This is an optimization exercise on Yosys and OpenROAD, whose aim is small area and a short achievable clock period, not a production implementation.
Only simulation tests tie the RTL to the original design; equivalence was not proved.

--- flow/constraint.sdc ---
create_clock -name core_clock -period 10.0 [get_ports {clk}]
set_input_delay 2.0000 -clock core_clock [delete_from_list [all_inputs] [get_ports {clk}]]
set_output_delay 2.0000 -clock core_clock [all_outputs]
set_load 0.01 [all_outputs]
--- flow/design.v ---
`timescale 1ns/1ps
module dit_fft_8 (
    input [15:0] in0_r, in1_r, in2_r, in3_r, in4_r, in5_r, in6_r, in7_r,
    input [15:0] in0_i, in1_i, in2_i, in3_i, in4_i, in5_i, in6_i, in7_i,
    input clk, RST_N, write, start,
    output [15:0] out0_r, out1_r, out2_r, out3_r, out4_r, out5_r, out6_r, out7_r,
    output [15:0] out0_i, out1_i, out2_i, out3_i, out4_i, out5_i, out6_i, out7_i,
    output ready
);
    reg  [14:0] as [0:7];
    reg  [14:0] ad [0:7];
    reg         asx [0:7];
    reg         ads [0:7];
    reg         aeq [0:7];
    reg  [2:0]  w;              
    reg  [15:0] b_r [0:7];      
    reg  [15:0] b_i [0:7];
    reg  [15:0] c_r [0:7];      
    reg  [15:0] c_i [0:7];
    reg  [7:0]  kl [0:3];
    reg         kc [0:3];
    reg  [6:0]  kh0 [0:3];
    reg  [6:0]  kh1 [0:3];
    reg  [15:0] d_r [0:7];      
    reg  [15:0] d_i [0:7];
    reg  [15:0] o_r [0:7];      
    reg  [15:0] o_i [0:7];
    reg  [3:0]  rdy;
    wire [15:0] x_r [0:7];
    wire [15:0] x_i [0:7];
    wire [14:0] n_as [0:7];
    wire [14:0] n_ad [0:7];
    wire        n_asx [0:7];
    wire        n_ads [0:7];
    wire        n_aeq [0:7];
    wire [15:0] a_r [0:7];
    wire [15:0] a_i [0:7];
    wire [15:0] s2_r [0:7];
    wire [15:0] s2_i [0:7];
    wire [7:0]  n_kl [0:3];
    wire        n_kc [0:3];
    wire [6:0]  n_kh0 [0:3];
    wire [6:0]  n_kh1 [0:3];
    wire [14:0] kv [0:3];
    wire [15:0] tw_r [0:7];
    wire [15:0] tw_i [0:7];
    wire [15:0] s3_r [0:7];
    wire [15:0] s3_i [0:7];
    assign x_r[0] = in0_r; assign x_r[1] = in1_r; assign x_r[2] = in2_r; assign x_r[3] = in3_r;
    assign x_r[4] = in4_r; assign x_r[5] = in5_r; assign x_r[6] = in6_r; assign x_r[7] = in7_r;
    assign x_i[0] = in0_i; assign x_i[1] = in1_i; assign x_i[2] = in2_i; assign x_i[3] = in3_i;
    assign x_i[4] = in4_i; assign x_i[5] = in5_i; assign x_i[6] = in6_i; assign x_i[7] = in7_i;
    integer k;
    always @(posedge clk) begin
        w <= {w[1:0], write & RST_N};
        for (k = 0; k < 8; k = k + 1) begin
            as[k]  <= n_as[k];
            ad[k]  <= n_ad[k];
            asx[k] <= n_asx[k];
            ads[k] <= n_ads[k];
            aeq[k] <= n_aeq[k];
            b_r[k] <= s2_r[k];
            b_i[k] <= s2_i[k];
            c_r[k] <= b_r[k];
            c_i[k] <= b_i[k];
            if (w[2]) begin
                d_r[k] <= tw_r[k];
                d_i[k] <= tw_i[k];
            end
            o_r[k] <= s3_r[k];
            o_i[k] <= s3_i[k];
        end
        for (k = 0; k < 4; k = k + 1) begin
            kl[k]  <= n_kl[k];
            kc[k]  <= n_kc[k];
            kh0[k] <= n_kh0[k];
            kh1[k] <= n_kh1[k];
        end
        if (RST_N == 1'b0)
            rdy <= 4'b0000;
        else
            rdy <= {rdy[2:0], start};
    end
    assign ready = rdy[3];
    bfly_ops u10r (x_r[0], x_r[4], n_as[0], n_ad[0], n_asx[0], n_ads[0], n_aeq[0]);
    bfly_ops u10i (x_i[0], x_i[4], n_as[1], n_ad[1], n_asx[1], n_ads[1], n_aeq[1]);
    bfly_ops u11r (x_r[2], x_r[6], n_as[2], n_ad[2], n_asx[2], n_ads[2], n_aeq[2]);
    bfly_ops u11i (x_i[2], x_i[6], n_as[3], n_ad[3], n_asx[3], n_ads[3], n_aeq[3]);
    bfly_ops u12r (x_r[1], x_r[5], n_as[4], n_ad[4], n_asx[4], n_ads[4], n_aeq[4]);
    bfly_ops u12i (x_i[1], x_i[5], n_as[5], n_ad[5], n_asx[5], n_ads[5], n_aeq[5]);
    bfly_ops u13r (x_r[3], x_r[7], n_as[6], n_ad[6], n_asx[6], n_ads[6], n_aeq[6]);
    bfly_ops u13i (x_i[3], x_i[7], n_as[7], n_ad[7], n_asx[7], n_ads[7], n_aeq[7]);
    bfly_swap v10r (as[0], ad[0], asx[0], ads[0], aeq[0], a_r[0], a_r[1]);
    bfly_swap v10i (as[1], ad[1], asx[1], ads[1], aeq[1], a_i[0], a_i[1]);
    bfly_swap v11r (as[2], ad[2], asx[2], ads[2], aeq[2], a_r[2], a_r[3]);
    bfly_swap v11i (as[3], ad[3], asx[3], ads[3], aeq[3], a_i[2], a_i[3]);
    bfly_swap v12r (as[4], ad[4], asx[4], ads[4], aeq[4], a_r[4], a_r[5]);
    bfly_swap v12i (as[5], ad[5], asx[5], ads[5], aeq[5], a_i[4], a_i[5]);
    bfly_swap v13r (as[6], ad[6], asx[6], ads[6], aeq[6], a_r[6], a_r[7]);
    bfly_swap v13i (as[7], ad[7], asx[7], ads[7], aeq[7], a_i[6], a_i[7]);
    bfly u20a (a_r[0], a_r[2], s2_r[0], s2_r[2]);
    bfly u20b (a_i[0], a_i[2], s2_i[0], s2_i[2]);
    bfly u20c (a_r[1], a_i[3], s2_r[1], s2_r[3]);
    bfly u20d (a_i[1], a_r[3], s2_i[3], s2_i[1]);
    bfly u21a (a_r[4], a_r[6], s2_r[4], s2_r[6]);
    bfly u21b (a_i[4], a_i[6], s2_i[4], s2_i[6]);
    bfly u21c (a_r[5], a_i[7], s2_r[5], s2_r[7]);
    bfly u21d (a_i[5], a_r[7], s2_i[7], s2_i[5]);
    twk ukfr (b_r[5][14:0], n_kl[0], n_kc[0], n_kh0[0], n_kh1[0]);
    twk ukfi (b_i[5][14:0], n_kl[1], n_kc[1], n_kh0[1], n_kh1[1]);
    twk ukhr (b_r[7][14:0], n_kl[2], n_kc[2], n_kh0[2], n_kh1[2]);
    twk ukhi (b_i[7][14:0], n_kl[3], n_kc[3], n_kh0[3], n_kh1[3]);
    genvar g;
    generate
        for (g = 0; g < 4; g = g + 1) begin : ksel
            assign kv[g] = {kc[g] ? kh1[g] : kh0[g], kl[g]};
        end
    endgenerate
    bfly ucf ({c_i[5][15], kv[1]}, {c_r[5][15], kv[0]}, tw_r[5], tw_i[5]);
    bfly uch ({~c_r[7][15], kv[2]}, {c_i[7][15], kv[3]}, tw_r[7], tw_i[7]);
    generate
        for (g = 0; g < 8; g = g + 1) begin : pass
            if (g != 5 && g != 7) begin : p
                assign tw_r[g] = c_r[g];
                assign tw_i[g] = c_i[g];
            end
        end
    endgenerate
    bfly u30r (d_r[0], d_r[4], s3_r[0], s3_r[4]);
    bfly u30i (d_i[0], d_i[4], s3_i[0], s3_i[4]);
    bfly u31r (d_r[1], d_r[5], s3_r[1], s3_r[5]);
    bfly u31i (d_i[1], d_i[5], s3_i[1], s3_i[5]);
    bfly u32r (d_r[2], d_i[6], s3_r[2], s3_i[6]);
    bfly u32i (d_i[2], d_r[6], s3_r[6], s3_i[2]);
    bfly u33r (d_r[3], d_r[7], s3_r[3], s3_r[7]);
    bfly u33i (d_i[3], d_i[7], s3_i[3], s3_i[7]);
    assign out0_r = o_r[0]; assign out1_r = o_r[1]; assign out2_r = o_r[2]; assign out3_r = o_r[3];
    assign out4_r = o_r[4]; assign out5_r = o_r[5]; assign out6_r = o_r[6]; assign out7_r = o_r[7];
    assign out0_i = o_i[0]; assign out1_i = o_i[1]; assign out2_i = o_i[2]; assign out3_i = o_i[3];
    assign out4_i = o_i[4]; assign out5_i = o_i[5]; assign out6_i = o_i[6]; assign out7_i = o_i[7];
endmodule
module bfly (input [15:0] x, input [15:0] y, output [15:0] p, output [15:0] m);
    wire [14:0] sum, dif;
    wire        sx, ds, eq;
    bfly_ops  uo (x, y, sum, dif, sx, ds, eq);
    bfly_swap us (sum, dif, sx, ds, eq, p, m);
endmodule
module bfly_ops (input [15:0] x, input [15:0] y, output [14:0] sum, output [14:0] dif,
                 output sx, output ds, output eq);
    wire        sy = y[15];
    wire [14:0] mx = x[14:0];
    wire [14:0] my = y[14:0];
    assign sx = x[15];
    wire [14:0] hp = mx ^ my;
    wire [14:0] hg = mx & my;
    wire [14:0] HG, HP;
    prefix15 ups (hg, hp, HG, HP);
    assign sum = hp ^ {HG[13:0], 1'b0};
    wire [14:0] pp = ~(mx ^ my);
    wire [14:0] gg = mx & ~my;
    wire [14:0] G, P;            
    prefix15 upf (gg, pp, G, P);
    wire [14:0] cin0 = {G[13:0], 1'b0};             
    wire [14:0] cin1 = {G[13:0] | P[13:0], 1'b1};   
    wire        gt  = G[14];
    wire        lt  = ~G[14] & ~P[14];
    assign dif = gt ? (pp ^ cin1) : ~(pp ^ cin0);
    assign ds  = (gt & sx) | (lt & ~sx);
    assign eq  = ~(sx ^ sy);
endmodule
module bfly_swap (input [14:0] sum, input [14:0] dif, input sx, input ds, input eq,
                  output [15:0] p, output [15:0] m);
    assign p = eq ? {sx, sum} : {ds, dif};
    assign m = eq ? {ds, dif} : {sx, sum};
endmodule
module prefix15 (input [14:0] g, input [14:0] p, output [14:0] G, output [14:0] P);
    wire [14:0] g1, p1, g2, p2, g3, p3, g4, p4;
    genvar i;
    generate
        for (i = 0; i < 15; i = i + 1) begin : l1
            if (i % 2 == 1) begin : c
                assign g1[i] = g[i] | (p[i] & g[i-1]);
                assign p1[i] = p[i] & p[i-1];
            end else begin : n
                assign g1[i] = g[i];
                assign p1[i] = p[i];
            end
        end
        for (i = 0; i < 15; i = i + 1) begin : l2
            if (i % 4 >= 2) begin : c
                assign g2[i] = g1[i] | (p1[i] & g1[(i/4)*4+1]);
                assign p2[i] = p1[i] & p1[(i/4)*4+1];
            end else begin : n
                assign g2[i] = g1[i];
                assign p2[i] = p1[i];
            end
        end
        for (i = 0; i < 15; i = i + 1) begin : l3
            if (i % 8 >= 4) begin : c
                assign g3[i] = g2[i] | (p2[i] & g2[(i/8)*8+3]);
                assign p3[i] = p2[i] & p2[(i/8)*8+3];
            end else begin : n
                assign g3[i] = g2[i];
                assign p3[i] = p2[i];
            end
        end
        for (i = 0; i < 15; i = i + 1) begin : l4
            if (i >= 8) begin : c
                assign g4[i] = g3[i] | (p3[i] & g3[7]);
                assign p4[i] = p3[i] & p3[7];
            end else begin : n
                assign g4[i] = g3[i];
                assign p4[i] = p3[i];
            end
        end
    endgenerate
    assign G = g4;
    assign P = p4;
endmodule
module twk (input [14:0] m, output [7:0] lo, output co, output [6:0] hi0, output [6:0] hi1);
    wire [14:0] a = m >> 1;
    wire [14:0] b = m >> 3;
    wire [14:0] c = m >> 4;
    wire [14:0] d = m >> 6;
    wire [14:0] e = m >> 8;
    wire [14:0] f = m >> 14;
    wire [14:0] s1 = a ^ b ^ c;
    wire [14:0] c1 = ((a & b) | (a & c) | (b & c)) << 1;
    wire [14:0] s2 = d ^ e ^ f;
    wire [14:0] c2 = ((d & e) | (d & f) | (e & f)) << 1;
    wire [14:0] s3 = s1 ^ c1 ^ s2;
    wire [14:0] c3 = ((s1 & c1) | (s1 & s2) | (c1 & s2)) << 1;
    wire [14:0] s4 = s3 ^ c3 ^ c2;
    wire [14:0] c4 = ((s3 & c3) | (s3 & c2) | (c3 & c2)) << 1;
    wire [8:0]  l  = s4[7:0] + c4[7:0];
    assign lo = l[7:0];
    assign co = l[8];
    wire [6:0] hp = s4[14:8] ^ c4[14:8];
    wire [6:0] hg = s4[14:8] & c4[14:8];
    wire [6:0] G, P;
    prefix7 upf (hg, hp, G, P);
    assign hi0 = hp ^ {G[5:0], 1'b0};
    assign hi1 = hp ^ {G[5:0] | P[5:0], 1'b1};
endmodule
module prefix7 (input [6:0] g, input [6:0] p, output [6:0] G, output [6:0] P);
    wire [6:0] g1, p1, g2, p2;
    genvar i;
    generate
        for (i = 0; i < 7; i = i + 1) begin : l1
            if (i % 2 == 1) begin : c
                assign g1[i] = g[i] | (p[i] & g[i-1]);
                assign p1[i] = p[i] & p[i-1];
            end else begin : n
                assign g1[i] = g[i];
                assign p1[i] = p[i];
            end
        end
        for (i = 0; i < 7; i = i + 1) begin : l2
            if (i % 4 >= 2) begin : c
                assign g2[i] = g1[i] | (p1[i] & g1[(i/4)*4+1]);
                assign p2[i] = p1[i] & p1[(i/4)*4+1];
            end else begin : n
                assign g2[i] = g1[i];
                assign p2[i] = p1[i];
            end
        end
        for (i = 0; i < 7; i = i + 1) begin : l3
            if (i >= 4) begin : c
                assign G[i] = g2[i] | (p2[i] & g2[3]);
                assign P[i] = p2[i] & p2[3];
            end else begin : n
                assign G[i] = g2[i];
                assign P[i] = p2[i];
            end
        end
    endgenerate
endmodule
--- flow/config.mk ---
export PLATFORM = sky130hd
export DESIGN_NAME = dit_fft_8
export DESIGN_NICKNAME = dit_fft_8
export VERILOG_FILES = /design/flow/design.v
export SDC_FILE = /design/flow/constraint.sdc
export NUM_CORES = 4
export LEC_CHECK = 0
export CAP_MARGIN = 20
export CORE_MARGIN = 2
export CORE_UTILIZATION = 55
export CTS_BUF_LIST = sky130_fd_sc_hd__clkbuf_8
export PLACE_DENSITY = 0.65
export SLEW_MARGIN = 20
--- flow/flow/run.sh ---
#!/bin/bash
# Standard layout, with the resizer's setup repair aimed below the clock period
# so that it works on the paths that set the achieved period, and plain
# buffers on the ports.
set -euo pipefail
bash standard.sh SETUP_SLACK_MARGIN=6.1 "BUFFER_PORTS_ARGS=-buffer_cell sky130_fd_sc_hd__buf_2" finish > standard.log 2>&1
--- flow/standard.sh ---
#!/bin/bash
# synth_recipe.tcl (not shown) runs the flow's synth.tcl, then flattens the netlist and writes it again
# the make line also repeats each setting of config.mk as NAME=value (left out here)
make -C /OpenROAD-flow-scripts/flow DESIGN_CONFIG=/design/flow/config.mk WORK_HOME=/design/flow/orfs CLKGATE_MAP_FILE= SYNTH_SCRIPT=/design/flow/synth_recipe.tcl "${@:-finish}"
==> results_dict.tcl, run 1 <==
set metrics [dict create \
    status "no timing/DRC/antenna violations" \
    cp-end-kind "register" \
    drive_gt1_share_pct 15.7 \
    dieArea_um2 151000 \
    period_share_pct 38.2 \
    core_area_um2 147000 \
    synth_area_um2 81600 \
    yosysTopAreaCellShare_pct 25.5 \
    stdcell_count 11000 \
    cts_tree "yes" \
    synth_nets 9862 \
    cts_buffers 207 \
    period_needed_ns 3.82 \
    max_slew_margin_pct 32.2 \
    worstPathRequired_ns 10.83 \
    fin_worst_skew_ns 0.0486 \
    hpwl_um 175000 \
    die_h_um 389 \
    clock_latency_ns 0.93 \
    cp.arrival_ns 4.65 \
    slew_violations 0 \
    overflow 0 \
    synthTopCellsByArea "dfxtp_1 25%, ha_1 13%, edfxtp_1 9.1%" \
    yosys_warnings 35 \
    drtIter0Drc 3580 \
    numPortBuffers 516 \
    num_io_pins 517 \
    ys_ff_latch 1287 \
    start_util_pct 55.3 \
    wl_per_cell_um 19.5 \
    track_usage_pct 27.6 \
    cts.path.max_buffers 3 \
    async_flop_share_pct 0 \
    maxCapViolCount 0 \
    drt_wl_total_um 214000 \
    cts_hold_buf 0 \
    core.rowCount 141 \
    hold_viol 0 \
    crit_fanout 30 \
    drt_pass1_iterations 6 \
    rsz0062_at_grt "true" \
    cts_max_level 4 \
    worst_pin_slew_ns 1.01 \
    path_class "register to register" \
    synth-main-ff-cell "dfxtp_1" \
    start_kind "register" \
    ant_nets 0 \
    grt_first_pass_wirelength_um 325000 \
    synthCells 8396 \
    synth.top_cells.by_count "1039 x dfxtp_1, 987 x inv_1, 874 x ha_1" \
    vias 59300 \
    gp_congestion 0.969 \
    setup_viol 0 \
    syn_to_final_growth_pct 13.0 \
    cts.reportedPaths.clkPinSlew_ns 0.07 \
    route.detailed.drc 0 \
    routed_via_density 5.40 \
    synth.yosys.seq_area_share_pct 34.6 \
    dieWidth_um 389 \
    hold_class "register to register" \
    placedCellCount 10500 \
    root_buffer "clkbuf_8" \
    avgSynthCellArea_um2 9.72 \
    cts_sinks 1287 \
    tns_ns 0 \
    grt_pass1_vias 57700 \
    fmax_ghz 0.262 \
    grt_start_max_net_pins 80 \
    antenna_found_initial 27 \
    synth_edf_count 248 \
    synth_most_common_cell "dfxtp_1" \
    synth_top_area_cell "dfxtp_1" \
    fin_nets 10300 \
    synth_cell_types 95 \
]
-- flip-flops by register name (all words and copies together), names as in the netlist, 8 cells and up --
| name | flops |
|---|---|
| d_r | 125 |
| o_i | 125 |
| b_i | 123 |
| b_r | 123 |
| d_i | 123 |
| o_r | 123 |
| ad | 120 |
| as | 112 |
| c_i | 95 |
| c_r | 95 |
| kl | 32 |
| kh0 | 28 |
| kh1 | 28 |
| ads | 8 |
| aeq | 8 |
| asx | 8 |
-- metal layers --
| layer | GRT usage [%] | routed length, µm |
|---|---|---|
| met1 | 36.5 | 96100 |
| met2 | 46.2 | 100000 |
| met3 | 3.76 | 9750 |
| met4 | 10.3 | 7880 |
| met5 | 0 | 48 |
-- layout by cell type, fill, tap and decap left out, types with 125 or more instances in the layout --
| cell type | netlist | layout |
|---|---|---|
| edfxtp_1 | 248 | 248 |
| xnor2_1 | 515 | 497 |
| mux2_2 | 151 | 149 |
| dfxtp_1 | 1039 | 1035 |
| a21oi_1 | 628 | 593 |
| nor3_1 | 129 | 125 |
| inv_1 | 987 | 1021 |
| ha_1 | 874 | 847 |
| mux2i_1 | 442 | 393 |
| nor2_1 | 561 | 561 |
| a21o_1 | 162 | 160 |
| nand2_1 | 385 | 384 |
| clkbuf_8 | 0 | 246 |
| o21ai_0 | 329 | 301 |
| xor2_1 | 189 | 170 |
| fa_1 | 332 | 318 |
| buf_2 | 48 | 516 |
-- cell type report --
cell class,instances,area (µm²)
timing repair buffer,591,3240
clock inverter,143,1370
clock buffer,244,3360
sequential,1287,28300
antenna,21,52.6
tap,1930,2410
multi-input combinational,5782,49700
inverter,989,3830
fill,12300,55300
-- kinds of logic (layout without fill, tap and decap cells) --
logic type	count (synthesis)	after routing	synth area share, %
muxes	594	594	7.52
DFF	1287	1287	34.6
and+or+nand+nor	1500	1500	8.49
xor gates and xnor gates	704	704	7.56
other	0	21	0
buffers and inverters	1331	1967	6.38
adders and majority gates	1206	1206	21.6
AOI/OAI and AO/OA	1774	1778	13.9
-- path summary, 6_finish.rpt --
kind / startpoint / end / slack [ns] / cells past startpoint
max: aeq[3] / b_r[3][13] / 6.18 / 11
min: b_i[1][12] / c_i[1][12] / 0.32 / 0
max reg2reg: aeq[3] / b_r[3][13] / 6.18 / 11
min reg2reg: b_i[1][12] / c_i[1][12] / 0.32 / 0
-- what timing repair did --
action,in CTS,in global routing
pin swaps,3,12
resized for setup,81,55
cloned,1,3
setup endpoints to repair,306,247
buffers inserted,9,20
-- worst max-delay path, stage by stage (launching register included) --
cell	delay, ns
dfxtp_1	0.32
clkbuf_8	0.38
mux2i_4	0.49
inv_1	0.15
ha_1	0.25
o311ai_1	0.39
a211oi_1	0.16
o41a_1	0.42
a221o_1	0.39
a21oi_2	0.29
mux2i_1	0.14
xnor2_1	0.30
-- per-stage QoR --
step	hold WS (ns)	instance area (µm²)	util, %	setup WS (ns)
after floorplan	0.310	82600	-	5.70
after global placement	0.310	86400	58.6	4.78
after detailed placement	0.312	86400	58.6	4.71
after CTS	0.314	91700	62.1	6.10
after global routing	0.318	92200	62.5	6.06
final	0.321	92200	62.5	6.18
==> inputs of run 2 (changes only) <==
--- a/flow/config.mk
+++ b/flow/config.mk
@@ -7,7 +7,8 @@
 export LEC_CHECK = 0
 export CAP_MARGIN = 20
 export CORE_MARGIN = 2
-export CORE_UTILIZATION = 55
-export CTS_BUF_LIST = sky130_fd_sc_hd__clkbuf_8
-export PLACE_DENSITY = 0.65
+export CORE_UTILIZATION = 60
+export CTS_CLUSTER_DIAMETER = 100
+export CTS_CLUSTER_SIZE = 30
+export PLACE_DENSITY = 0.7
 export SLEW_MARGIN = 20
==> run 2 against run 1 <==
Effect of this change: sequential cell count unchanged; global-route usage increased by 1.7 points; first-iteration DRC count increased by 4.7%.
==> results_dict.tcl, run 2 <==
set metrics [dict create \
    fin_worst_skew_ns 0.0396 \
    start_kind "input pin" \
    grt_first_pass_wirelength_um 321000 \
    drive_gt1_share_pct 14.2 \
    grt_util_met2_pct 49.8 \
    synth_top_area_cell "dfxtp_1" \
    dieWidth_um 373 \
    yosysTopAreaCellShare_pct 25.5 \
    syn_to_final_growth_pct 9.97 \
    routed_via_density 5.61 \
    cts_max_level 2 \
    slew_violations 0 \
    synth.top_cells.by_count "1039 x dfxtp_1, 987 x inv_1, 874 x ha_1" \
    cp-end-kind "register" \
    setup_viol 0 \
    status "no timing/DRC/antenna violations" \
    cts_sinks 1287 \
    start_util_pct 60.4 \
    drt_wl_total_um 210000 \
    use_met3_pct 2.56 \
    r2r_setup_slack_ns 6.19 \
    avgSynthCellArea_um2 9.72 \
    holdPathStages 0 \
    numPortBuffers 516 \
    hpwl_um 173000 \
    die_h_um 373 \
    critical-path-max-stage-delay_ns 0.46 \
    reg2reg_to "o_r[2][9]" \
    drt_pass1_iterations 6 \
    cts_tree "yes" \
    wl_per_cell_um 19.9 \
    drtIter0Drc 3748 \
    ys_ff_latch 1287 \
    setup_ws_ns 6.07 \
    core.rowCount 135 \
    async_flop_share_pct 0 \
    dieArea_um2 139000 \
    grt-busiest-layer "met2" \
    largestRegisters "d_r x125, o_i x125" \
    rr_worst_depth 13 \
    core_area_um2 135000 \
    synthCells 8396 \
    worstPathRequired_ns 10.61 \
    hp-start "b_i[6][6]" \
    overflow 0 \
    synth_most_common_cell "dfxtp_1" \
    vias 59400 \
    hold_viol 0 \
    synth_edf_count 248 \
    mostFrequentLayoutCell "dfxtp_1" \
    grt_start_max_net_pins 126 \
    fin_nets 10200 \
    route.detailed.drc 0 \
    post-place-ws_ns 4.72 \
    clock_latency_ns 0.70 \
    synth.yosys.seq_area_share_pct 34.6 \
    synth_nets 9862 \
    maxCapViolCount 0 \
    rsz0062_at_grt "true" \
    most-common-layout-cells "1029 x dfxtp_1, 959 x inv_1, 839 x ha_1" \
    path_class "input pin to register" \
    yosys_warnings 35 \
    synth-main-ff-cell "dfxtp_1" \
    slowest_stage "o41ai_4" \
    track_usage_pct 29.3 \
    crit_fanout 8 \
    crit_chain "buf_2 -> ha_4 -> inv_2 -> fa_2 -> nand3b_1 -> a21oi_2 -> o41a_1 -> o41ai_4 -> o21ai_2 -> a21o_4 -> buf_4 -> buf_4 -> nor2_1 -> a21oi_1" \
    tns_ns 0 \
    cts.reportedPaths.clkPinSlew_ns 0.12 \
    grt_pass1_vias 57300 \
    hold_end "c_i[6][6]" \
    synthTopCellsByArea "dfxtp_1 25%, ha_1 13%, edfxtp_1 9.1%" \
    antenna_found_initial 22 \
    synth_area_um2 81600 \
    cp.arrival_ns 4.54 \
    cts_hold_buf 0 \
    fmax_ghz 0.254 \
    gp_congestion 0.945 \
    period_share_pct 39.3 \
    cts_buffers 54 \
    cts.path.max_buffers 3 \
    synth_cell_types 95 \
    timing.rr.start "d_i[4][0]" \
    cp_common_cell "buf_4" \
    num_io_pins 517 \
    hold_class "register to register" \
    worst_pin_slew_ns 1.10 \
    root_buffer "clkbuf_16" \
    grtUsageMet1_pct 39.6 \
    max_slew_margin_pct 24.8 \
    period_needed_ns 3.93 \
    ant_nets 0 \
]
## run 2: cell counts after synthesis
Identical to the previous run, type by type.
## run 2: cells by family (layout without fill, tap and decap cells)
group           after synthesis  after routing  synth area share, %
other cells                   0              8                    0
compound gates             1774           1784                 13.9
simple gates               1500           1500                 8.49
buf+inv                    1331           1734                 6.38
mux                         594            594                 7.52
fa+ha+maj                  1206           1206                 21.6
flops                      1287           1287                 34.6
xor+xnor                    704            704                 7.56
## run 2: final cells by class
cell class | instances | area (µm²)
clock inverters | 20 | 273
fillers | 11000 | 45400
repair buffers | 645 | 3700
clock buffers | 80 | 1500
diodes | 8 | 20.0
well taps | 1781 | 2230
inverters | 989 | 3830
multi-input cells | 5788 | 49900
flip-flops and latches | 1287 | 28300
## run 2: how the worst max path moves through the flow
| stage | startpoint | endpoint | slack (ns) | cells past startpoint |
|---|---|---|---|---|
| final | in0_i[0] | ad[1][1] | 6.07 | 14 |
| after global routing | in0_i[0] | ad[1][3] | 5.98 | 13 |
| after CTS | aeq[1] | b_i[0][12] | 6.07 | 12 |
| after detailed placement | in6_r[0] | ad[2][10] | 4.72 | 13 |
| after global placement | in6_r[0] | ad[2][10] | 4.79 | 13 |
| after floorplan | in4_r[0] | ads[0] | 5.70 | 12 |
## run 2: routing by layer
layer	vias to the layer above	part of all wire, %
li1	29000	-
met1	28600	45
met2	1478	47
met3	293	4.4
met4	14	3.4
met5	-	0.035
## run 2: worst max-delay path: cells and delay by family
family,cells,cell delay (ns)
fa+ha+maj,2,0.36
compound gates,6,1.42
buf+inv,4,0.47
simple gates,2,0.29
## run 2: per-stage QoR
step	utilization, %	hold WS (ns)	cells	instance area [µm²]
2_1_floorplan	-	0.310	8396	82600
3_3_place_gp	63.8	0.310	10400	86200
3_5_place_dp	63.8	0.312	10400	86200
4_1_cts	65.5	0.319	10500	88500
5_1_grt	66.4	0.325	10600	89700
6_report	66.4	0.317	10600	89700
## run 2: what timing repair did
action | 4_1_cts | 5_1_grt
gates cloned | 5 | 6
buffers inserted | 21 | 61
gates resized for setup | 68 | 124
pin swaps | 13 | 42
endpoints found under the setup margin | 309 | 324
==> inputs of run 3 (changes only) <==
==> flow/flow/run.sh (replaced) <==
#!/bin/bash
# Standard layout, with the resizer's setup repair aimed below the clock period
# so that it works on the paths that set the achieved period, and plain
# buffers on the ports.
set -euo pipefail
bash standard.sh SETUP_SLACK_MARGIN=6.3 "BUFFER_PORTS_ARGS=-buffer_cell sky130_fd_sc_hd__buf_2" finish > standard.log 2>&1
--- a/flow/config.mk
+++ b/flow/config.mk
@@ -7,8 +7,7 @@
 export LEC_CHECK = 0
 export CAP_MARGIN = 20
 export CORE_MARGIN = 2
-export CORE_UTILIZATION = 60
-export CTS_CLUSTER_DIAMETER = 100
-export CTS_CLUSTER_SIZE = 30
-export PLACE_DENSITY = 0.7
+export CORE_UTILIZATION = 55
+export CTS_BUF_LIST = sky130_fd_sc_hd__clkbuf_8
+export PLACE_DENSITY = 0.65
 export SLEW_MARGIN = 20
==> run 3 against run 2 <==
Effect of this change: still clean on timing, DRC and antenna; global-route usage is 1.5 points lower; critical path depth decreased by 4; worst setup slack better by 0.23 ns; sequential share of layout area is 1.2 points lower; sequential cell count stayed put; via count rose by 0.73%; register-to-register slack better by 0.17 ns.
==> results_dict.tcl, run 3 <==
set metrics [dict create \
    status "no timing/DRC/antenna violations" \
    cts_hold_buf 0 \
    overflow 0 \
    period_needed_ns 3.70 \
    hold_end "c_r[0][15]" \
    start_kind "input pin" \
    path_class "input pin to register" \
    synth_area_um2 81600 \
    mostFrequentLayoutCell "dfxtp_1" \
    dieWidth_um 389 \
    numPortBuffers 516 \
    synthCells 8396 \
    synth_top_area_cell "dfxtp_1" \
    tns_ns 0 \
    synth_nets 9862 \
    cp-end-kind "register" \
    synth.yosys.seq_area_share_pct 34.6 \
    r2r_setup_slack_ns 6.36 \
    crit_chain "buf_2 -> ha_1 -> a21oi_1 -> a21o_1 -> a31oi_2 -> o41ai_4 -> nand2_1 -> a21o_1 -> mux2i_1 -> xnor2_1" \
    period_share_pct 37.0 \
    hpwl_um 175000 \
    syn_to_final_growth_pct 14.6 \
    gp_congestion 0.935 \
    whs_ns 0.309 \
    cp.arrival_ns 4.54 \
    stdcell_count 11000 \
    avgSynthCellArea_um2 9.72 \
    setup_viol 0 \
    critPathBufInv 1 \
    cp_common_cell "a21o_1" \
    ant_nets 0 \
    worstPathRequired_ns 10.84 \
    most-common-layout-cells "1011 x dfxtp_1, 996 x inv_1, 830 x ha_1" \
    yosysTopAreaCellShare_pct 25.5 \
    core_area_um2 147000 \
    fin_worst_skew_ns 0.0529 \
    rr_worst_depth 12 \
    largestRegisters "d_r x125, o_i x125" \
    cts_buffers 209 \
    grt_first_pass_wirelength_um 327000 \
    route.detailed.drc 0 \
    synthTopCellsByArea "dfxtp_1 25%, ha_1 13%, edfxtp_1 9.1%" \
    cts_tree "yes" \
    fmax_ghz 0.270 \
    clock_latency_ns 0.95 \
    place_area_um2 86500 \
    rsz0062_at_grt "true" \
    synth_most_common_cell "dfxtp_1" \
    grt_start_max_net_pins 148 \
    async_flop_share_pct 0 \
    core.rowCount 141 \
    grt_pass1_vias 57800 \
    yosys_warnings 35 \
    routed_via_density 5.43 \
    wl_per_cell_um 19.6 \
    reg2reg_to "b_r[4][10]" \
    drtIter0Drc 3482 \
    crit_fanout 6 \
    timing.rr.start "aeq[6]" \
    crit_family "compound AO/OA/AOI/OAI gates" \
    fin_area_um2 93500 \
    hold_class "register to register" \
    vias 59900 \
    synth.top_cells.by_count "1039 x dfxtp_1, 987 x inv_1, 874 x ha_1" \
    drt_pass1_iterations 5 \
    slew_violations 0 \
    maxCapViolCount 0 \
    ys_ff_latch 1287 \
    hold_viol 0 \
    placedCellCount 10500 \
    num_io_pins 517 \
    synth_edf_count 248 \
    cts_sinks 1287 \
    synth_cell_types 95 \
    worst_pin_slew_ns 1.05 \
    max_slew_margin_pct 29.9 \
    start_util_pct 55.3 \
    cts.reportedPaths.clkPinSlew_ns 0.07 \
    dieArea_um2 151000 \
    hp-start "b_r[0][15]" \
    drive_gt1_share_pct 17.7 \
    root_buffer "clkbuf_8" \
    critical-path-max-stage-delay_ns 0.61 \
    die_h_um 389 \
    cts_max_level 4 \
    drt_wl_total_um 216000 \
    slowest_stage "o41ai_4" \
    antenna_found_initial 23 \
    track_usage_pct 27.8 \
    holdPathStages 0 \
    fin_nets 10400 \
    synth-main-ff-cell "dfxtp_1" \
    cts.path.max_buffers 3 \
]
## run 3: cell counts after synthesis
Identical to the previous run, type by type.
## run 3: logic make-up (layout without fill, tap and decap cells)
family                   count (synthesis)  after routing  share of synthesized area, %
AO/OA/AOI/OAI                         1774           1785                          13.9
XOR/XNOR                               704            704                          7.56
adder cells (fa/ha/maj)               1206           1206                          21.6
buffers and inverters                 1331           2002                          6.38
flip-flops                            1287           1287                          34.6
multiplexers                           594            594                          7.52
other                                    0             22                             0
AND/OR/NAND/NOR                       1500           1501                          8.49
## run 3: layout make-up
cell class,instances,area (µm²)
fill,12300,54000
inverter,989,3830
multi-input combinational,5790,50400
timing repair buffer,619,3620
clock buffer,257,3540
sequential,1287,28300
antenna,22,55.1
tap,1930,2410
clock inverter,137,1280
## run 3: how the worst max path moves through the flow
stage,startpoint,to,slack [ns],cells past startpoint
2_1_floorplan,in4_r[0],ads[0],5.70,12
3_3_place_gp,in6_r[0],ad[2][10],4.79,13
3_5_place_dp,in6_r[0],ad[2][10],4.70,13
4_1_cts,aeq[6],b_i[5][14],6.21,10
5_1_grt,in5_r[0],ad[4][5],6.24,14
6_report,in3_i[3],ad[7][13],6.30,10
## run 3: routing by layer
layer  share of wire, %  vias up  track usage (%)
met4                2.7        4             8.55
met1                 45    28700             37.5
met3                4.7      277             3.85
met5              0.012        -                0
li1                   -    29500                -
met2                 47     1454             46.3
## run 3: stage by stage
| step | util (%) | setup slack, ns |
|---|---|---|
| 5_1_grt | 63.4 | 6.24 |
| 2_1_floorplan | - | 5.70 |
| 3_5_place_dp | 58.7 | 4.70 |
| 3_3_place_gp | 58.7 | 4.79 |
| 4_1_cts | 62.5 | 6.21 |
| 6_report | 63.4 | 6.30 |
## run 3: what timing repair did
| item | in CTS | in global routing |
|---|---|---|
| setup buffers | 17 | 38 |
| gates cloned | 4 | 10 |
| pin swaps | 13 | 38 |
| resized for setup | 128 | 176 |
| endpoints found under the setup margin | 370 | 329 |
==> inputs of run 4 (changes only) <==
--- a/flow/design.v
+++ b/flow/design.v
@@ -7,13 +7,16 @@
     output [15:0] out0_i, out1_i, out2_i, out3_i, out4_i, out5_i, out6_i, out7_i,
     output ready
 );
-    reg  [14:0] as [0:7];
-    reg  [14:0] ad [0:7];
-    reg         asx [0:7];
-    reg         ads [0:7];
-    reg         aeq [0:7];
+    reg  [15:0] xa_r [0:3];
+    reg  [15:0] xa_i [0:3];
+    reg  [14:0] ps_sum [0:3];
+    reg  [14:0] ps_d1 [0:3];
+    reg  [14:0] ps_d0 [0:3];
+    reg  [1:0]  ps_sgn [0:3];
+    reg  [2:0]  ps_selp [0:3];
+    reg  [2:0]  ps_selm [0:3];
     reg  [2:0]  w;              
-    reg  [15:0] b_r [0:7];      
+    reg  [15:0] b_r [0:7];
     reg  [15:0] b_i [0:7];
     reg  [15:0] c_r [0:7];      
     reg  [15:0] c_i [0:7];
@@ -21,20 +24,21 @@
     reg         kc [0:3];
     reg  [6:0]  kh0 [0:3];
     reg  [6:0]  kh1 [0:3];
-    reg  [15:0] d_r [0:7];      
+    reg  [15:0] d_r [0:7];
     reg  [15:0] d_i [0:7];
-    reg  [15:0] o_r [0:7];      
+    reg  [15:0] o_r [0:7];
     reg  [15:0] o_i [0:7];
     reg  [3:0]  rdy;
-    wire [15:0] x_r [0:7];
-    wire [15:0] x_i [0:7];
-    wire [14:0] n_as [0:7];
-    wire [14:0] n_ad [0:7];
-    wire        n_asx [0:7];
-    wire        n_ads [0:7];
-    wire        n_aeq [0:7];
-    wire [15:0] a_r [0:7];
+    wire [14:0] n_sum [0:3];
+    wire [14:0] n_d1 [0:3];
+    wire [14:0] n_d0 [0:3];
+    wire [1:0]  n_sgn [0:3];
+    wire [2:0]  n_selp [0:3];
+    wire [2:0]  n_selm [0:3];
+    wire [15:0] a_r [0:7];      
     wire [15:0] a_i [0:7];
+    wire [15:0] s1_r [0:3];
+    wire [15:0] s1_i [0:3];
     wire [15:0] s2_r [0:7];
     wire [15:0] s2_i [0:7];
     wire [7:0]  n_kl [0:3];
@@ -46,35 +50,40 @@
     wire [15:0] tw_i [0:7];
     wire [15:0] s3_r [0:7];
     wire [15:0] s3_i [0:7];
-    assign x_r[0] = in0_r; assign x_r[1] = in1_r; assign x_r[2] = in2_r; assign x_r[3] = in3_r;
-    assign x_r[4] = in4_r; assign x_r[5] = in5_r; assign x_r[6] = in6_r; assign x_r[7] = in7_r;
-    assign x_i[0] = in0_i; assign x_i[1] = in1_i; assign x_i[2] = in2_i; assign x_i[3] = in3_i;
-    assign x_i[4] = in4_i; assign x_i[5] = in5_i; assign x_i[6] = in6_i; assign x_i[7] = in7_i;
     integer k;
     always @(posedge clk) begin
+        xa_r[0] <= in0_r; xa_r[1] <= in4_r; xa_r[2] <= in2_r; xa_r[3] <= in6_r;
+        xa_i[0] <= in0_i; xa_i[1] <= in4_i; xa_i[2] <= in2_i; xa_i[3] <= in6_i;
         w <= {w[1:0], write & RST_N};
-        for (k = 0; k < 8; k = k + 1) begin
-            as[k]  <= n_as[k];
-            ad[k]  <= n_ad[k];
-            asx[k] <= n_asx[k];
-            ads[k] <= n_ads[k];
-            aeq[k] <= n_aeq[k];
-            b_r[k] <= s2_r[k];
-            b_i[k] <= s2_i[k];
+        for (k = 0; k < 4; k = k + 1) begin
+            ps_sum[k]  <= n_sum[k];
+            ps_d1[k]   <= n_d1[k];
+            ps_d0[k]   <= n_d0[k];
+            ps_sgn[k]  <= n_sgn[k];
+            ps_selp[k] <= n_selp[k];
+            ps_selm[k] <= n_selm[k];
+            b_r[k]     <= s1_r[k];
+            b_i[k]     <= s1_i[k];
+            b_r[k+4]   <= s2_r[k+4];
+            b_i[k+4]   <= s2_i[k+4];
+            c_r[k]     <= s2_r[k];
+            c_i[k]     <= s2_i[k];
+            kl[k]      <= n_kl[k];
+            kc[k]      <= n_kc[k];
+            kh0[k]     <= n_kh0[k];
+            kh1[k]     <= n_kh1[k];
+        end
+        for (k = 4; k < 8; k = k + 1) begin
             c_r[k] <= b_r[k];
             c_i[k] <= b_i[k];
+        end
+        for (k = 0; k < 8; k = k + 1) begin
             if (w[2]) begin
                 d_r[k] <= tw_r[k];
                 d_i[k] <= tw_i[k];
             end
             o_r[k] <= s3_r[k];
             o_i[k] <= s3_i[k];
-        end
-        for (k = 0; k < 4; k = k + 1) begin
-            kl[k]  <= n_kl[k];
-            kc[k]  <= n_kc[k];
-            kh0[k] <= n_kh0[k];
-            kh1[k] <= n_kh1[k];
         end
         if (RST_N == 1'b0)
             rdy <= 4'b0000;
@@ -82,22 +91,20 @@
             rdy <= {rdy[2:0], start};
     end
     assign ready = rdy[3];
-    bfly_ops u10r (x_r[0], x_r[4], n_as[0], n_ad[0], n_asx[0], n_ads[0], n_aeq[0]);
-    bfly_ops u10i (x_i[0], x_i[4], n_as[1], n_ad[1], n_asx[1], n_ads[1], n_aeq[1]);
-    bfly_ops u11r (x_r[2], x_r[6], n_as[2], n_ad[2], n_asx[2], n_ads[2], n_aeq[2]);
-    bfly_ops u11i (x_i[2], x_i[6], n_as[3], n_ad[3], n_asx[3], n_ads[3], n_aeq[3]);
-    bfly_ops u12r (x_r[1], x_r[5], n_as[4], n_ad[4], n_asx[4], n_ads[4], n_aeq[4]);
-    bfly_ops u12i (x_i[1], x_i[5], n_as[5], n_ad[5], n_asx[5], n_ads[5], n_aeq[5]);
-    bfly_ops u13r (x_r[3], x_r[7], n_as[6], n_ad[6], n_asx[6], n_ads[6], n_aeq[6]);
-    bfly_ops u13i (x_i[3], x_i[7], n_as[7], n_ad[7], n_asx[7], n_ads[7], n_aeq[7]);
-    bfly_swap v10r (as[0], ad[0], asx[0], ads[0], aeq[0], a_r[0], a_r[1]);
-    bfly_swap v10i (as[1], ad[1], asx[1], ads[1], aeq[1], a_i[0], a_i[1]);
-    bfly_swap v11r (as[2], ad[2], asx[2], ads[2], aeq[2], a_r[2], a_r[3]);
-    bfly_swap v11i (as[3], ad[3], asx[3], ads[3], aeq[3], a_i[2], a_i[3]);
-    bfly_swap v12r (as[4], ad[4], asx[4], ads[4], aeq[4], a_r[4], a_r[5]);
-    bfly_swap v12i (as[5], ad[5], asx[5], ads[5], aeq[5], a_i[4], a_i[5]);
-    bfly_swap v13r (as[6], ad[6], asx[6], ads[6], aeq[6], a_r[6], a_r[7]);
-    bfly_swap v13i (as[7], ad[7], asx[7], ads[7], aeq[7], a_i[6], a_i[7]);
+    bfly u10r (xa_r[0], xa_r[1], s1_r[0], s1_r[1]);
+    bfly u10i (xa_i[0], xa_i[1], s1_i[0], s1_i[1]);
+    bfly u11r (xa_r[2], xa_r[3], s1_r[2], s1_r[3]);
+    bfly u11i (xa_i[2], xa_i[3], s1_i[2], s1_i[3]);
+    assign a_r[0] = b_r[0]; assign a_r[1] = b_r[1]; assign a_r[2] = b_r[2]; assign a_r[3] = b_r[3];
+    assign a_i[0] = b_i[0]; assign a_i[1] = b_i[1]; assign a_i[2] = b_i[2]; assign a_i[3] = b_i[3];
+    bfly_pre u12r (in1_r, in5_r, n_sum[0], n_d1[0], n_d0[0], n_sgn[0], n_selp[0], n_selm[0]);
+    bfly_pre u12i (in1_i, in5_i, n_sum[1], n_d1[1], n_d0[1], n_sgn[1], n_selp[1], n_selm[1]);
+    bfly_pre u13r (in3_r, in7_r, n_sum[2], n_d1[2], n_d0[2], n_sgn[2], n_selp[2], n_selm[2]);
+    bfly_pre u13i (in3_i, in7_i, n_sum[3], n_d1[3], n_d0[3], n_sgn[3], n_selp[3], n_selm[3]);
+    bfly_post v12r (ps_sum[0], ps_d1[0], ps_d0[0], ps_sgn[0], ps_selp[0], ps_selm[0], a_r[4], a_r[5]);
+    bfly_post v12i (ps_sum[1], ps_d1[1], ps_d0[1], ps_sgn[1], ps_selp[1], ps_selm[1], a_i[4], a_i[5]);
+    bfly_post v13r (ps_sum[2], ps_d1[2], ps_d0[2], ps_sgn[2], ps_selp[2], ps_selm[2], a_r[6], a_r[7]);
+    bfly_post v13i (ps_sum[3], ps_d1[3], ps_d0[3], ps_sgn[3], ps_selp[3], ps_selm[3], a_i[6], a_i[7]);
     bfly u20a (a_r[0], a_r[2], s2_r[0], s2_r[2]);
     bfly u20b (a_i[0], a_i[2], s2_i[0], s2_i[2]);
     bfly u20c (a_r[1], a_i[3], s2_r[1], s2_r[3]);
@@ -172,6 +179,36 @@
                   output [15:0] p, output [15:0] m);
     assign p = eq ? {sx, sum} : {ds, dif};
     assign m = eq ? {ds, dif} : {sx, sum};
+endmodule
+module bfly_pre (input [15:0] x, input [15:0] y, output [14:0] sum, output [14:0] d1,
+                 output [14:0] d0, output [1:0] sgn, output [2:0] selp, output [2:0] selm);
+    wire        sx = x[15];
+    wire        sy = y[15];
+    wire [14:0] mx = x[14:0];
+    wire [14:0] my = y[14:0];
+    wire [14:0] hp = mx ^ my;
+    wire [14:0] hg = mx & my;
+    wire [14:0] HG, HP;
+    prefix15 ups (hg, hp, HG, HP);
+    assign sum = hp ^ {HG[13:0], 1'b0};
+    wire [14:0] pp = ~(mx ^ my);
+    wire [14:0] gg = mx & ~my;
+    wire [14:0] G, P;
+    prefix15 upf (gg, pp, G, P);
+    assign d1 = pp ^ {G[13:0] | P[13:0], 1'b1};
+    assign d0 = ~(pp ^ {G[13:0], 1'b0});
+    wire gt = G[14];
+    wire lt = ~G[14] & ~P[14];
+    wire ds = (gt & sx) | (lt & ~sx);
+    wire eq = ~(sx ^ sy);
+    assign sgn  = {eq ? ds : sx, eq ? sx : ds};       
+    assign selp = {eq, ~eq & gt, ~eq & ~gt};
+    assign selm = {~eq, eq & gt, eq & ~gt};
+endmodule
+module bfly_post (input [14:0] sum, input [14:0] d1, input [14:0] d0, input [1:0] sgn,
+                  input [2:0] selp, input [2:0] selm, output [15:0] p, output [15:0] m);
+    assign p = {sgn[0], ({15{selp[2]}} & sum) | ({15{selp[1]}} & d1) | ({15{selp[0]}} & d0)};
+    assign m = {sgn[1], ({15{selm[2]}} & sum) | ({15{selm[1]}} & d1) | ({15{selm[0]}} & d0)};
 endmodule
 module prefix15 (input [14:0] g, input [14:0] p, output [14:0] G, output [14:0] P);
     wire [14:0] g1, p1, g2, p2, g3, p3, g4, p4;
==> flow/flow/run.sh (replaced) <==
#!/bin/bash
# Standard layout, with the resizer's setup repair aimed below the clock period
# so that it works on the paths that set the achieved period, and plain
# buffers on the ports.
set -euo pipefail
bash standard.sh SETUP_SLACK_MARGIN=6.2 "BUFFER_PORTS_ARGS=-buffer_cell sky130_fd_sc_hd__buf_2" finish > standard.log 2>&1
--- a/flow/config.mk
+++ b/flow/config.mk
@@ -8,6 +8,5 @@
 export CAP_MARGIN = 20
 export CORE_MARGIN = 2
 export CORE_UTILIZATION = 55
-export CTS_BUF_LIST = sky130_fd_sc_hd__clkbuf_8
 export PLACE_DENSITY = 0.65
 export SLEW_MARGIN = 20
==> run 4 against run 3 <==
Effect of this change: still clean; final cell count rose by 3.5%; register-to-register slack lost 0.19 ns; area after synthesis grew 3.0%; via count is 4.7% higher; sequential cell count is 76 higher; die area rose by 3.0%; critical path depth rose by 2; fmax shrank 3.4%; highest routed layer unchanged.
==> results_dict.tcl, run 4 <==
set metrics [dict create \
    start_util_pct 55.3 \
    synthCells 8791 \
    routed_via_density 5.49 \
    yosysTopAreaCellShare_pct 26.6 \
    cts_hold_buf 0 \
    hpwl_um 183000 \
    cp.arrival_ns 4.54 \
    status "no timing/DRC/antenna violations" \
    synthTopCellsByArea "dfxtp_1 27%, ha_1 13%, edfxtp_1 8.9%" \
    core_area_um2 152000 \
    async_flop_share_pct 0 \
    vias 62700 \
    core.rowCount 143 \
    synth_xor_xnor_area_share_pct 7.76 \
    synth_area_um2 84100 \
    yosys_warnings 41 \
    clock_latency_ns 0.79 \
    ant_nets 0 \
    synth-main-ff-cell "dfxtp_1" \
    hold_viol 0 \
    antenna_found_initial 35 \
    synth-simple-area-share_pct 9.71 \
    grt_pass1_vias 61000 \
    synth.yosys.seq_area_share_pct 35.4 \
    wl_per_cell_um 19.7 \
    cts_max_level 4 \
    root_buffer "clkbuf_16" \
    synth_top_family_by_area "adder cells" \
    syn_to_final_growth_pct 14.0 \
    drtIter0Drc 4843 \
    synth_edf_count 248 \
    num_io_pins 517 \
    avgSynthCellArea_um2 9.56 \
    ys_ff_latch 1363 \
    worstPathRequired_ns 10.71 \
    cts_sinks 1363 \
    dieWidth_um 395 \
    synthMuxAreaShare_pct 4.72 \
    dieArea_um2 156000 \
    synth_cell_types 96 \
    slew_violations 0 \
    numPortBuffers 516 \
    maxCapViolCount 0 \
    synth.top_cells.by_count "1115 x dfxtp_1, 1059 x inv_1, 874 x ha_1" \
    setup_viol 0 \
    most-common-layout-cells "1077 x dfxtp_1, 1041 x inv_1, 841 x ha_1" \
    die_h_um 395 \
    tns_ns 0 \
    overflow 0 \
    cts.path.max_buffers 3 \
    synthAdderAreaFrac_pct 20.9 \
    max_slew_margin_pct 29.8 \
    fin_nets 10700 \
    worst_pin_slew_ns 1.05 \
    cp-end-kind "register" \
    drt_pass1_iterations 10 \
    track_usage_pct 28.3 \
    rsz0062_at_grt "true" \
    largestRegisters "d_r x125, o_i x125" \
    fin_worst_skew_ns 0.0456 \
    start_kind "register" \
    cts.reportedPaths.clkPinSlew_ns 0.07 \
    synth_most_common_cell "dfxtp_1" \
    grt_first_pass_wirelength_um 346000 \
    cts_tree "yes" \
    fmax_ghz 0.261 \
    synth_nets 10300 \
    synth_top_area_cell "dfxtp_1" \
    period_needed_ns 3.83 \
    gp_congestion 0.925 \
    drt_wl_total_um 226000 \
    cts_buffers 147 \
    crit_fanout 12 \
    mostFrequentLayoutCell "dfxtp_1" \
    post-route-util_pct 63.1 \
    path_class "register to register" \
    hold_class "register to register" \
    period_share_pct 38.3 \
    grt_start_max_net_pins 125 \
    route.detailed.drc 0 \
    synth_compound_area_share_pct 15.0 \
    drive_gt1_share_pct 13.9 \
]
run 4: cell types whose count changed after synthesis, sizes merged, moves of 36 or more:
cell	delta
dfxtp	+76
xnor2	+52
inv	+72
mux2	-107
nand2	+80
mux2i	-97
nor2	+82
a222oi	+111
a21oi	-36
run 4: path summary, 6_finish.rpt:
kind / start / endpoint / slack (ns) / cells after the start
setup / recovery: ps_selp[1][1] / b_i[4][5] / 6.17 / 12
hold / removal: b_r[6][11] / c_r[6][11] / 0.32 / 0
setup reg to reg: ps_selp[1][1] / b_i[4][5] / 6.17 / 12
hold reg to reg: b_r[6][11] / c_r[6][11] / 0.32 / 0
run 4: layout make-up:
class                   count  area (µm²)
diodes                     11        27.5
clock buffers             199        4170
clock inverters            74         996
fillers                 12700       56100
inverters                1061        4080
multi-input cells        6025       50500
flip-flops and latches   1363       29800
well taps                2030        2540
repair buffers            656        3730
run 4: metrics by stage:
stage	hold WS [ns]	instances	worst slack, ns	area (µm²)
floorplan	0.310	8791	5.86	84800
global placement	0.310	11000	5.23	89000
detailed placement	0.312	11000	5.13	89000
CTS	0.326	11400	6.15	94800
global route	0.333	11400	6.14	95800
finish	0.324	11400	6.17	95900
run 4: worst max-delay path: stages, from the launching register on:
cell,delay [ns]
dfxtp_4,0.39
a222oi_1,0.78
inv_1,0.22
ha_4,0.27
or4_4,0.51
or3_1,0.33
a211o_1,0.25
o211ai_2,0.10
o41ai_4,0.11
buf_6,0.16
mux2_4,0.31
mux2i_1,0.18
xnor2_1,0.13
run 4: kinds of logic after synthesis:
family,count (synthesis)
and+or+nand+nor,1765
DFF,1363
xor gates and xnor gates,745
buffers and inverters,1404
muxes,390
AOI/OAI and AO/OA,1918
adders and majority gates,1206
run 4: repair_timing:
action,in CTS,in global routing
endpoints found under the setup margin,154,238
cloned,0,2
pin swaps,42,56
resized for setup,60,141
buffers inserted,47,35
run 4: metal layers:
| layer | wire [µm] | track usage, % |
|---|---|---|
| met1 | 102000 | 38.6 |
| met2 | 105000 | 46.5 |
| met4 | 7610 | 9.39 |
| met3 | 11100 | 3.85 |
| met5 | 152 | 0 |
==> inputs of run 5 (changes only) <==
--- a/flow/design.v
+++ b/flow/design.v
@@ -13,8 +13,8 @@
     reg  [14:0] ps_d1 [0:3];
     reg  [14:0] ps_d0 [0:3];
     reg  [1:0]  ps_sgn [0:3];
-    reg  [2:0]  ps_selp [0:3];
-    reg  [2:0]  ps_selm [0:3];
+    reg         ps_gt [0:3];
+    reg         ps_eq [0:3];
     reg  [2:0]  w;              
     reg  [15:0] b_r [0:7];
     reg  [15:0] b_i [0:7];
@@ -33,8 +33,8 @@
     wire [14:0] n_d1 [0:3];
     wire [14:0] n_d0 [0:3];
     wire [1:0]  n_sgn [0:3];
-    wire [2:0]  n_selp [0:3];
-    wire [2:0]  n_selm [0:3];
+    wire        n_gt [0:3];
+    wire        n_eq [0:3];
     wire [15:0] a_r [0:7];      
     wire [15:0] a_i [0:7];
     wire [15:0] s1_r [0:3];
@@ -60,8 +60,8 @@
             ps_d1[k]   <= n_d1[k];
             ps_d0[k]   <= n_d0[k];
             ps_sgn[k]  <= n_sgn[k];
-            ps_selp[k] <= n_selp[k];
-            ps_selm[k] <= n_selm[k];
+            ps_gt[k]   <= n_gt[k];
+            ps_eq[k]   <= n_eq[k];
             b_r[k]     <= s1_r[k];
             b_i[k]     <= s1_i[k];
             b_r[k+4]   <= s2_r[k+4];
@@ -97,14 +97,14 @@
     bfly u11i (xa_i[2], xa_i[3], s1_i[2], s1_i[3]);
     assign a_r[0] = b_r[0]; assign a_r[1] = b_r[1]; assign a_r[2] = b_r[2]; assign a_r[3] = b_r[3];
     assign a_i[0] = b_i[0]; assign a_i[1] = b_i[1]; assign a_i[2] = b_i[2]; assign a_i[3] = b_i[3];
-    bfly_pre u12r (in1_r, in5_r, n_sum[0], n_d1[0], n_d0[0], n_sgn[0], n_selp[0], n_selm[0]);
-    bfly_pre u12i (in1_i, in5_i, n_sum[1], n_d1[1], n_d0[1], n_sgn[1], n_selp[1], n_selm[1]);
-    bfly_pre u13r (in3_r, in7_r, n_sum[2], n_d1[2], n_d0[2], n_sgn[2], n_selp[2], n_selm[2]);
-    bfly_pre u13i (in3_i, in7_i, n_sum[3], n_d1[3], n_d0[3], n_sgn[3], n_selp[3], n_selm[3]);
-    bfly_post v12r (ps_sum[0], ps_d1[0], ps_d0[0], ps_sgn[0], ps_selp[0], ps_selm[0], a_r[4], a_r[5]);
-    bfly_post v12i (ps_sum[1], ps_d1[1], ps_d0[1], ps_sgn[1], ps_selp[1], ps_selm[1], a_i[4], a_i[5]);
-    bfly_post v13r (ps_sum[2], ps_d1[2], ps_d0[2], ps_sgn[2], ps_selp[2], ps_selm[2], a_r[6], a_r[7]);
-    bfly_post v13i (ps_sum[3], ps_d1[3], ps_d0[3], ps_sgn[3], ps_selp[3], ps_selm[3], a_i[6], a_i[7]);
+    bfly_pre u12r (in1_r, in5_r, n_sum[0], n_d1[0], n_d0[0], n_sgn[0], n_gt[0], n_eq[0]);
+    bfly_pre u12i (in1_i, in5_i, n_sum[1], n_d1[1], n_d0[1], n_sgn[1], n_gt[1], n_eq[1]);
+    bfly_pre u13r (in3_r, in7_r, n_sum[2], n_d1[2], n_d0[2], n_sgn[2], n_gt[2], n_eq[2]);
+    bfly_pre u13i (in3_i, in7_i, n_sum[3], n_d1[3], n_d0[3], n_sgn[3], n_gt[3], n_eq[3]);
+    bfly_post v12r (ps_sum[0], ps_d1[0], ps_d0[0], ps_sgn[0], ps_gt[0], ps_eq[0], a_r[4], a_r[5]);
+    bfly_post v12i (ps_sum[1], ps_d1[1], ps_d0[1], ps_sgn[1], ps_gt[1], ps_eq[1], a_i[4], a_i[5]);
+    bfly_post v13r (ps_sum[2], ps_d1[2], ps_d0[2], ps_sgn[2], ps_gt[2], ps_eq[2], a_r[6], a_r[7]);
+    bfly_post v13i (ps_sum[3], ps_d1[3], ps_d0[3], ps_sgn[3], ps_gt[3], ps_eq[3], a_i[6], a_i[7]);
     bfly u20a (a_r[0], a_r[2], s2_r[0], s2_r[2]);
     bfly u20b (a_i[0], a_i[2], s2_i[0], s2_i[2]);
     bfly u20c (a_r[1], a_i[3], s2_r[1], s2_r[3]);
@@ -181,7 +181,7 @@
     assign m = eq ? {ds, dif} : {sx, sum};
 endmodule
 module bfly_pre (input [15:0] x, input [15:0] y, output [14:0] sum, output [14:0] d1,
-                 output [14:0] d0, output [1:0] sgn, output [2:0] selp, output [2:0] selm);
+                 output [14:0] d0, output [1:0] sgn, output gt, output eq);
     wire        sx = x[15];
     wire        sy = y[15];
     wire [14:0] mx = x[14:0];
@@ -197,18 +197,17 @@
     prefix15 upf (gg, pp, G, P);
     assign d1 = pp ^ {G[13:0] | P[13:0], 1'b1};
     assign d0 = ~(pp ^ {G[13:0], 1'b0});
-    wire gt = G[14];
+    assign gt = G[14];
     wire lt = ~G[14] & ~P[14];
     wire ds = (gt & sx) | (lt & ~sx);
-    wire eq = ~(sx ^ sy);
-    assign sgn  = {eq ? ds : sx, eq ? sx : ds};       
-    assign selp = {eq, ~eq & gt, ~eq & ~gt};
-    assign selm = {~eq, eq & gt, eq & ~gt};
+    assign eq = ~(sx ^ sy);
+    assign sgn = {eq ? ds : sx, eq ? sx : ds};       
 endmodule
 module bfly_post (input [14:0] sum, input [14:0] d1, input [14:0] d0, input [1:0] sgn,
-                  input [2:0] selp, input [2:0] selm, output [15:0] p, output [15:0] m);
-    assign p = {sgn[0], ({15{selp[2]}} & sum) | ({15{selp[1]}} & d1) | ({15{selp[0]}} & d0)};
-    assign m = {sgn[1], ({15{selm[2]}} & sum) | ({15{selm[1]}} & d1) | ({15{selm[0]}} & d0)};
+                  input gt, input eq, output [15:0] p, output [15:0] m);
+    wire [14:0] dif = gt ? d1 : d0;
+    assign p = {sgn[0], eq ? sum : dif};
+    assign m = {sgn[1], eq ? dif : sum};
 endmodule
 module prefix15 (input [14:0] g, input [14:0] p, output [14:0] G, output [14:0] P);
     wire [14:0] g1, p1, g2, p2, g3, p3, g4, p4;
--- a/flow/config.mk
+++ b/flow/config.mk
@@ -8,5 +8,6 @@
 export CAP_MARGIN = 20
 export CORE_MARGIN = 2
 export CORE_UTILIZATION = 55
+export CTS_BUF_LIST = sky130_fd_sc_hd__clkbuf_8
 export PLACE_DENSITY = 0.65
 export SLEW_MARGIN = 20
==> run 5 against run 4 <==
Effect of this change: clock-buffer cell count is 67 higher; still clean; critical path type unchanged; fmax is 2.5% higher; worst setup slack better by 0.094 ns; critical path depth unchanged.
==> results_dict.tcl, run 5 <==
set metrics [dict create \
    status "no timing/DRC/antenna violations" \
    synth_most_common_cell "dfxtp_1" \
    synth.yosys.seq_area_share_pct 34.9 \
    critical-path-max-stage-delay_ns 0.73 \
    yosys_warnings 41 \
    cts.reportedPaths.clkPinSlew_ns 0.07 \
    vias 62700 \
    wl_per_cell_um 19.5 \
    track_usage_pct 28.1 \
    numPortBuffers 516 \
    fillerInstances 12900 \
    root_buffer "clkbuf_8" \
    path_class "register to register" \
    mostFrequentLayoutCell "inv_1" \
    avgSynthCellArea_um2 9.47 \
    tns_ns 0 \
    hpwl_um 184000 \
    synth_cell_types 92 \
    max_slew_margin_pct 29.0 \
    drive_gt1_share_pct 13.3 \
    period_share_pct 37.4 \
    largestRegisters "d_r x125, o_i x125" \
    cp_common_cell "inv_1" \
    synthCells 8908 \
    start_util_pct 55.5 \
    start_kind "register" \
    dieArea_um2 157000 \
    cp-end-kind "register" \
    crit_chain "buf_4 -> inv_1 -> ha_1 -> inv_1 -> fa_1 -> nor2b_1 -> o31a_1 -> o211ai_1 -> a31oi_4 -> mux2_2 -> mux2i_1 -> xnor2_1" \
    rsz0062_at_grt "true" \
    yosysTopAreaCellShare_pct 26.1 \
    synth_top_area_cell "dfxtp_1" \
    syn_to_final_growth_pct 12.4 \
    grt_start_max_net_pins 85 \
    most-common-layout-cells "1089 x inv_1, 1077 x dfxtp_1, 854 x ha_1" \
    drtIter0Drc 4007 \
    synth_area_um2 84400 \
    slowest_stage "xnor2_1" \
    fmax_ghz 0.268 \
    synth_nets 10400 \
    core.rowCount 143 \
    fin_worst_skew_ns 0.0811 \
    gp_congestion 0.952 \
    overflow 0 \
    async_flop_share_pct 0 \
    fin_nets 10800 \
    slew_violations 0 \
    crit_fanout 11 \
    cts_sinks 1347 \
    num_io_pins 517 \
    cp.arrival_ns 4.51 \
    clock_latency_ns 0.95 \
    maxCapViolCount 0 \
    ant_nets 0 \
    drt_pass1_iterations 6 \
    dieWidth_um 396 \
    drt_wl_total_um 226000 \
    routed_via_density 5.41 \
    worstPathRequired_ns 10.77 \
    worst_pin_slew_ns 1.06 \
    cts_tree "yes" \
    period_needed_ns 3.74 \
    hold_viol 0 \
    die_h_um 396 \
    hold_class "register to register" \
    cts_max_level 4 \
    grt_pass1_vias 60300 \
    route.detailed.drc 0 \
    synth_edf_count 248 \
    synth-main-ff-cell "dfxtp_1" \
    antenna_found_initial 31 \
    cts.path.max_buffers 3 \
    cts_buffers 216 \
    synthTopCellsByArea "dfxtp_1 26%, ha_1 13%, edfxtp_1 8.8%" \
    synth.top_cells.by_count "1099 x dfxtp_1, 1046 x inv_1, 874 x ha_1" \
    ys_ff_latch 1347 \
    setup_viol 0 \
    grt_first_pass_wirelength_um 344000 \
    core_area_um2 152000 \
]
==> run 5: changes by cell type after synthesis, sizes merged, moves of 31 or more <==
cell / change
a21oi: +85
o21a: +36
nand2: -52
o21ai: +72
mux2i: +113
nand3: +31
a222oi: -112
==> run 5: worst paths after layout <==
check            start         end  slack, ns  depth (start not counted)
max          b_i[3][0]  c_r[3][13]       6.26                         12
max reg2reg  b_i[3][0]  c_r[3][13]       6.26                         12
min reg2reg  b_i[4][3]   c_i[4][3]       0.28                          0
min          b_i[4][3]   c_i[4][3]       0.28                          0
==> run 5: critical path, delay by kind of cell (launching register included) <==
kind | cells | cell delay (ns)
muxes | 2 | 0.35
buffers and inverters | 3 | 0.45
AOI/OAI and AO/OA | 3 | 0.89
adders and majority gates | 2 | 0.62
DFF | 1 | 0.30
and+or+nand+nor | 1 | 0.23
xor gates and xnor gates | 1 | 0.73
==> run 5: area by class of cell <==
type / count / area (µm²) / area share, %
clock buffer: 266 / 3660 / 3.86
multi-input combinational: 6144 / 50600 / 53.3
tap: 2030 / 2540 / 2.68
antenna: 20 / 50.0 / 0.0528
clock inverter: 138 / 1310 / 1.39
timing repair inverter: 1 / 7.51 / 0.00791
timing repair buffer: 587 / 3220 / 3.39
inverter: 1053 / 3980 / 4.20
sequential: 1347 / 29500 / 31.1
==> run 5: logic make-up (layout without fill, tap and decap cells) <==
family | count (synthesis) | after routing | synth area share (%)
AOI/OAI and AO/OA | 1911 | 1912 | 14.1
buffers and inverters | 1418 | 2045 | 6.44
DFF | 1347 | 1347 | 34.9
other | 0 | 20 | 0
and+or+nand+nor | 1770 | 1770 | 9.74
xor gates and xnor gates | 724 | 724 | 7.52
muxes | 532 | 532 | 6.43
adders and majority gates | 1206 | 1206 | 20.8
==> run 5: metrics by stage <==
stage,std cells,cell area [µm²],hold slack (ns),utilization [%],worst slack (ns)
final,11600,94800,0.281,62.4,6.26
after global routing,11600,94800,0.287,62.3,6.19
after CTS,11500,94200,0.282,62.0,6.19
after detailed placement,11100,89000,0.312,58.5,5.14
after global placement,11100,89000,0.312,58.5,5.27
after floorplan,8908,84700,0.310,-,5.96
==> run 5: routing by layer <==
| metal | routed length [µm] | track usage (%) | vias up |
|---|---|---|---|
| li1 | - | - | 30900 |
| met1 | 102000 | 38.3 | 29800 |
| met2 | 105000 | 46.2 | 1613 |
| met3 | 11400 | 3.49 | 333 |
| met4 | 7640 | 9.70 | 16 |
| met5 | 98 | 0 | - |
==> run 5: timing repair <==
action                     in CTS  in global routing
hold endpoints to repair        0                  0
setup endpoints to repair     166                159
hold buffers                    0                  0
pin swaps                       0                 10
setup buffers                   0                 17
resized for setup              56                 81
cloned                          1                  2

[re-timing with driven ports]
Ports are ideal in the flow. The routed layouts listed here were re-timed in OpenROAD. Step 1 (the two cells are an assumption about what drives the block):
set clk [get_ports {clk}]
set_driving_cell -lib_cell sky130_fd_sc_hd__clkbuf_16 $clk
set_driving_cell -lib_cell sky130_fd_sc_hd__buf_2 [delete_from_list [all_inputs] $clk]
Step 2 moves the port delays by t, midway between the first and last clock arrival at a register: inputs arrive t later, outputs are due t later. That takes back most of the time a late clock gives input paths. Slacks: ideal / step 1 / step 2; pairs: ideal / step 1.
run	t (ns)	setup slack, ns	hold slack, ns	worst setup path at the end	cell pins on the clock port's net
run 1	0.994	6.182 / 6.182 / 5.264	0.321 / 0.321 / 0.321	input to register	1
run 2	0.772	6.066 / 6.117 / 5.345	0.317 / 0.317 / 0.317	input to register	1
run 3	1.002	6.299 / 6.308 / 5.312	0.309 / 0.309 / 0.309	input to register	1
run 4	0.861	6.168 / 6.168 / 5.463	0.324 / 0.324 / 0.324	input to register	1
run 5	0.997	6.262 / 6.262 / 5.464	0.281 / 0.281 / 0.281	input to register	1
After both steps setup and hold are still met in every run listed. For run 3, which loses most, drivers alone change the setup slack by +0.009 ns; drivers and shift together by -0.987 ns.
